This is an optimization exercise on Yosys and OpenROAD, whose aim is small area and a short achievable clock period, not a production implementation. The RTL was checked by simulation tests, not by an equivalence proof against the original design. Power and IR drop assume default switching activity.

File: flow/design.v
module temp_converter(
input clk,
input reset,
input [7:0] upper,
input [7:0] lower,
input toggle,
output [11:0] BCD_celsius,
output [11:0] BCD_fahrenheit,
output [11:0] BCD_kelvin,
output [7:0] bcd_tenth_hundreth_c,
output [7:0] bcd_tenth_hundreth_f,
output [7:0] bcd_tenth_hundreth_k,
output [7:0] sign);
reg [11:0] r;       
reg valid;          
reg sign_pre, sign_on;
always @(posedge clk) begin
	if (!reset) begin
		r <= 12'd0;
		valid <= 1'b0;
		sign_pre <= 1'b0;
		sign_on <= 1'b0;
	end else begin
		if (toggle) begin
			r <= {upper[3:0], lower};
			valid <= 1'b1;
		end
		sign_pre <= 1'b1;
		sign_on <= sign_pre;
	end
end
assign sign = {{7{sign_on}}, 1'b0};
function [3:0] div5;
	input [3:0] d;
	begin
		div5[3] = d[3] | (d[2] & (d[1] | d[0]));
		div5[2] = (d[3] & d[0]) | (d[2] & ~d[1] & ~d[0]);
		div5[1] = (d[3] & ~d[0]) | (~d[2] & d[1]) | (d[1] & d[0]);
		div5[0] = (~d[3] & ~d[2] & d[0]) | (d[2] & d[1] & ~d[0]) | (d[3] & ~d[0]);
	end
endfunction
function [9:0] bcd8;
	input [7:0] b;
	reg [3:0] t0, t1, t2, t3, t4, o0, o1;
	begin
		t0 = div5({1'b0, b[7:5]});
		t1 = div5({t0[2:0], b[4]});
		t2 = div5({t1[2:0], b[3]});
		o0 = div5({1'b0, t0[3], t1[3], t2[3]});
		t3 = div5({t2[2:0], b[2]});
		o1 = div5({o0[2:0], t3[3]});
		t4 = div5({t3[2:0], b[1]});
		bcd8 = {o0[3], o1[3], o1[2:0], t4[3], t4[2:0], b[0]};
	end
endfunction
wire [7:0] c = r[11:4];    
wire [3:0] x = r[3:0];     
wire [3:0] d0 = div5({1'b0, c[7:5]});
wire [3:0] d1 = div5({d0[2:0], c[4]});
wire [3:0] d2 = div5({d1[2:0], c[3]});
wire [3:0] d3 = div5({d2[2:0], c[2]});
wire [3:0] d4 = div5({d3[2:0], c[1]});
wire [4:0] q = {d0[3], d1[3], d2[3], d3[3], d4[3]};   
wire [3:0] o = {d4[2:0], c[0]};                       
wire [3:0] e0 = div5({1'b0, q[4:2]});
wire [3:0] e1 = div5({e0[2:0], q[1]});
wire [1:0] ch = {e0[3], e1[3]};                       
wire [3:0] ct = {e1[2:0], q[0]};                      
wire [7:0] x10 = x * 4'd10;
wire [7:0] h10 = x10[3:0] * 4'd10;
wire [3:0] tc = x10[7:4];
wire [3:0] hc = h10[7:4];
wire k1 = x[3] & x[2] & x[1];
wire [4:0] ko0 = o + {2'b00, valid, valid} + k1;
wire kc0 = ko0 >= 5'd10;
wire [3:0] ko = kc0 ? ko0 - 5'd10 : ko0;
wire [4:0] kt0 = ct + {2'b00, valid, valid, valid} + kc0;
wire kc1 = kt0 >= 5'd10;
wire [3:0] kt = kc1 ? kt0 - 5'd10 : kt0;
wire [2:0] kh = ch + {valid, 1'b0} + kc1;
wire kwrap = (kh == 3'd5) && (kt[1] || (kt[0] && ko >= 4'd2));
wire [3:0] kom2 = ko >= 4'd2 ? ko - 4'd2 : ko + 4'd8;
wire [11:0] kelvin = kwrap ? {8'h00, 3'b000, kt[1] & (ko >= 4'd2), kom2} : {1'b0, kh, kt, ko};
wire hcar = hc >= 4'd5;
wire [4:0] tk0 = tc + {3'd0, valid} + {3'd0, hcar};
wire [3:0] tk = (tk0 >= 5'd10) ? tk0 - 5'd10 : tk0;
wire [3:0] hk = valid ? (hcar ? hc - 4'd5 : hc + 4'd5) : 4'd0;
wire g = o >= 4'd5;
wire [2:0] om5 = g ? o - 4'd5 : o;
wire [7:0] x9 = x * 4'd9;
wire [4:0] w = {om5, 2'b00} + x9[7:4];
wire [2:0] e = (w >= 5'd20) ? 3'd4 : (w >= 5'd15) ? 3'd3 : (w >= 5'd10) ? 3'd2 : (w >= 5'd5) ? 3'd1 : 3'd0;
wire [4:0] s = o + {g, 2'b00} + e;
wire [7:0] fahr = {q[3:0], 4'b0000} + {q, 1'b0} + s + {2'b00, valid, 5'd0};
wire [3:0] u = r[11:8];
wire [7:0] l = r[7:0];
wire [2:0] m5 = ({2'b00, u, 2'b00} % 8'd5);
wire [8:0] tsum = l + l[7:3] + {m5, 1'b0};
wire [3:0] tf = tsum % 9'd10;
wire [6:0] hf10 = l[2:0] * 4'd10;
wire [3:0] hf = hf10[6:3];
assign BCD_celsius = {2'b00, ch, ct, o};
assign BCD_fahrenheit = {2'b00, bcd8(fahr)};
assign BCD_kelvin = kelvin;
assign bcd_tenth_hundreth_c = {tc, hc};
assign bcd_tenth_hundreth_k = {tk, hk};
assign bcd_tenth_hundreth_f = {tf, hf};
endmodule
File: flow/run.sh
#!/bin/bash
# synth_recipe.tcl (not shown) runs the flow's synth.tcl, then flattens the netlist and writes it again
# the make line also repeats each setting of config.mk as NAME=value (left out here)
make -C /OpenROAD-flow-scripts/flow DESIGN_CONFIG=/design/flow/config.mk WORK_HOME=/design/flow/orfs CLKGATE_MAP_FILE= SYNTH_SCRIPT=/design/flow/synth_recipe.tcl finish
File: flow/config.mk
export PLATFORM = sky130hd
export DESIGN_NAME = temp_converter
export DESIGN_NICKNAME = temp_converter
export VERILOG_FILES = /design/flow/design.v
export SDC_FILE = /design/flow/constraint.sdc
export NUM_CORES = 4
export LEC_CHECK = 0
export ABC_AREA = 1
export CAP_MARGIN = 20
export CORE_MARGIN = 2
export CORE_UTILIZATION = 40
export SLEW_MARGIN = 20
File: flow/constraint.sdc
create_clock -name core_clock -period 150.0 [get_ports {clk}]
set_input_delay 30.0000 -clock core_clock [delete_from_list [all_inputs] [get_ports {clk}]]
set_output_delay 30.0000 -clock core_clock [all_outputs]
set_load 0.01 [all_outputs]
==> results.txt <==
[power breakdown]
group | internal, W | total [W] | leakage, nW | switching [W]
Sequential | 0.00000426 | 0.00000485 | 0.125 | 0.000000591
Clock | 0.00000185 | 0.00000346 | 0.0255 | 0.00000162
Combinational | 0.0000488 | 0.000111 | 2.57 | 0.0000623
Total | 0.0000550 | 0.000119 | 2.72 | 0.0000645
[worst register-to-register path: stages, from the launching register on]
cell	delay, ns
dfxtp_1	0.60
inv_1	0.15
a21oi_1	0.16
[cells in the final DEF, fill, tap and decap left out, types with 2 or more instances in the layout]
cell	instances
a211oi_1	2
a21oi_1	25
and3_1	2
clkbuf_8	3
clkdlybuf4s50_1	76
conb_1	6
dfxtp_1	15
fa_1	18
ha_1	50
inv_1	110
inv_2	16
mux2i_1	2
nand2_1	154
nand2_2	27
nand2_4	4
nand3_1	53
nand3_2	6
nand3b_1	4
nand4_1	4
nor2_1	40
nor2_2	10
nor2_4	2
nor3_1	7
o211ai_1	5
o21ai_0	35
o21ai_1	7
o21ai_2	6
or2_2	3
xnor2_1	8
xor2_1	11
[flip-flops by register name, summed over array words and instances (netlist names)]
register / count
r: 12
sign_on: 1
sign_pre: 1
valid: 1
[metrics by stage]
step                      instance area (um2)  worst slack, ns
after floorplan                          4203           113.24
after global placement                   4969           112.09
after detailed placement                 4969           111.98
after CTS                                5015           111.69
after global routing                     5015           110.88
final                                    5015           111.69
[kinds of logic after synthesis]
kind of cell	synth area share, %
and+or+nand+nor	36.00
buffers and inverters	15.40
AOI/OAI and AO/OA	12.92
adders and majority gates	23.56
xor gates and xnor gates	4.366
DFF	7.177
muxes	0.4785
other	0.08963
[worst max-delay path by stage]
stage,from,endpoint,slack (ns)
2_1_floorplan,r[9],BCD_fahrenheit[4],113.24
3_3_place_gp,r[9],BCD_fahrenheit[5],112.09
3_5_place_dp,r[9],BCD_fahrenheit[7],111.98
4_1_cts,r[9],BCD_fahrenheit[5],111.69
5_1_grt,r[10],BCD_fahrenheit[5],110.88
6_report,r[9],BCD_fahrenheit[5],111.69
[cells in the mapped netlist, types with 10 or more instances]
cell and count:
nor2_1 40, buf_4 18, ha_1 50, nand2_1 154, nor2_2 10, xor2_1 11
dfxtp_1 15, a21oi_1 25, nand3_1 53, inv_2 16, nand2_2 27, fa_1 18
o21ai_0 35, inv_1 110
[metal layers]
layer | global-route usage (%) | vias to the layer above | wire length [um]
met5 | 0 | - | 0
met4 | 2.914 | 0 | 97
met3 | 0.7971 | 10 | 281
met2 | 32.51 | 63 | 4823
met1 | 21.04 | 1923 | 4440
li1 | - | 2215 | -
[layout make-up]
type / count / area share, %
clock inverters: 1 / 0.09980
inverters: 127 / 9.556
flip-flops and latches: 15 / 5.988
repair buffers: 76 / 15.17
multi-input cells: 506 / 64.97
well taps: 136 / 3.393
clock buffers: 3 / 0.8234
==> results.tsv <==
stage	metric	value	unit
synthesis	area leader, netlist	ha_1	
floorplan	die area	11290	um2
floorplan	Starting Density	40.90	%
route	Post-Route WL	9642	um
route	Vias	4211	
hold_path	Hold Crit Depth	2	
clocking	TritonCTS buffer count	3	
synthesis	Avg Cell Area, Syn	6.273	um2
power	Max IR drop VDD	0.02292	mV
critical_path	RR Startpoint	r[2]	
critical_path	FF-to-FF path depth	2	
route	via density per instance	4.874	
critical_path	Crit path max-delay family	adder cells	
synthesis	Mapped Area	4184	um2
hold_path	Hold Crit Class	reg -> reg	
critical_path	Max stage delay cell, worst path	fa_1	
clocking	CTS tree	built	
clocking	post-CTS resize count	0	
clocking	clock root cell	clkbuf_8	
timing	Rel. slew slack	52.70	%
place	number of I/O port buffers	76	
synthesis	Distinct cells, synth	47	
grt	largest net degree at the start of global routing	21	
timing	final setup vio count	0	
route	drt pass-1 iters	4	
synthesis	synthesized instance count	667	
timing	min cycle time layout	38.32	ns
timing	worst-margin pin slew	0.7021	ns
critical_path	CP required	120.00	ns
timing	fmax	26.10	MHz
cells_and_area	Final Non-Filler Cells	864	
grt	vias in the first global route	3917	
grt	antenna violations before repair	0	
floorplan	total core area	10230	um2
clocking	Post-CTS Setup Bufs	0	
cells_and_area	final core utilization	49.02	%
route	wire per inst	11.16	um
clocking	clock latency on the worst-skew pair	0.26	ns
hold_path	Worst Min Path Start	sign_pre	
cells_and_area	area occupied by multi-input gates	3258	um2
timing	RSZ-0062 raised after global routing	no	
synthesis	synth warn	1	
route	DRT antenna net count	0	
floorplan	I/O pins	87	
job	max cap viols	0	
cells_and_area	share of cells above drive strength 1	11.68	%
clocking	CTS Sinks	15	
synthesis	top post-synthesis cells by area	ha_1 15%, nand2_1 14%, inv_1 9.9%	
clocking	cts-stage hold buffer count	0	
route	drt drc	0	
synthesis	Post-synth EDFFs	0	
grt	first-pass GRT wire length	16530	um
critical_path	CP Data Arrival Time	8.32	ns
floorplan	num rows	37	
power	Tot Pwr	0.0001195	W
synthesis	register area share after synthesis	7.177	%
timing	final hold slack	0.4163	ns
critical_path	Worst Path Max Fanout	6	
critical_path	Crit. End Element	output pin	
power	pwr/cell area	23.83	nW/um2
floorplan	die height	106.3	um
synthesis	Synth Register Bits	15	
critical_path	Critical Path Stages	46	
timing	Final Hold Viols	0	
critical_path	critical path's largest stage delay	0.56	ns
clocking	Clock Tree Buf Depth	2	
critical_path	RR Endpoint	r[2]	
cells_and_area	Reg area	300.3	um2
grt	total congestion overflow	0	
floorplan	die width	106.3	um
critical_path	setup slack, reg-to-reg	149.03	ns
grt	gr usage total	16.96	%
critical_path	WS Path Type	reg -> out	
clocking	clock slew at reported path FFs	0.07	ns
synthesis	predominant post-synthesis flop cell	dfxtp_1	
route	initial DRC count	171	
critical_path	CP startpoint kind	flip-flop	
cells_and_area	area grow syn2layout	19.86	%
clocking	H-tree depth	1	
timing	Clock Skew	0.00002284	ns
timing	Slew Viols, Final	0	
power	leak pwr	2.725	nW
cells_and_area	Fillers	1021	
cells_and_area	nets	816	
hold_path	end of the worst hold path	sign_on	
run_status	status	complete, no violations	
place	hpwl dp	8429	um
place	DP Cell Count	860	
critical_path	cell repeated most along the worst path	inv_1	
synthesis	async set-reset flop share out of synthesis	0	%
synthesis	Yosys top cell area share	14.95	%
place	Routability Congestion	0.8167	
critical_path	Crit path buffers/inverters	11	
cells_and_area	ant diodes	0	
timing	crit share post-route	25.54	%
timing	final setup TNS	0	ns

## static timing again, ports no longer ideal
The results above use ideal ports. As a check the final layout listed here was re-extracted and re-timed, cells and wires unchanged.
Step 1: set_driving_cell puts a clkbuf_16 on clk and a buf_2 on each other input, an assumption about the parent block.
Step 2 adds t to the input delays and takes it off the output delays; t is the mean of the earliest and latest rising clock arrival at the registers after step 1. Input paths then give back, and output paths get back, about the clock's delay inside the block.
Three values: no drivers, after step 1, after step 2; two values: the first two.
t (ns): 0.280
slack for setup (ns): 111.685 / 111.660 / 111.940
worst setup path at the end: register to output
worst slew at a driven data input, ns: 0.04
After both steps this run still meets setup and hold. For this run, drivers alone change the setup slack by -0.025 ns; drivers and shift together by +0.255 ns.
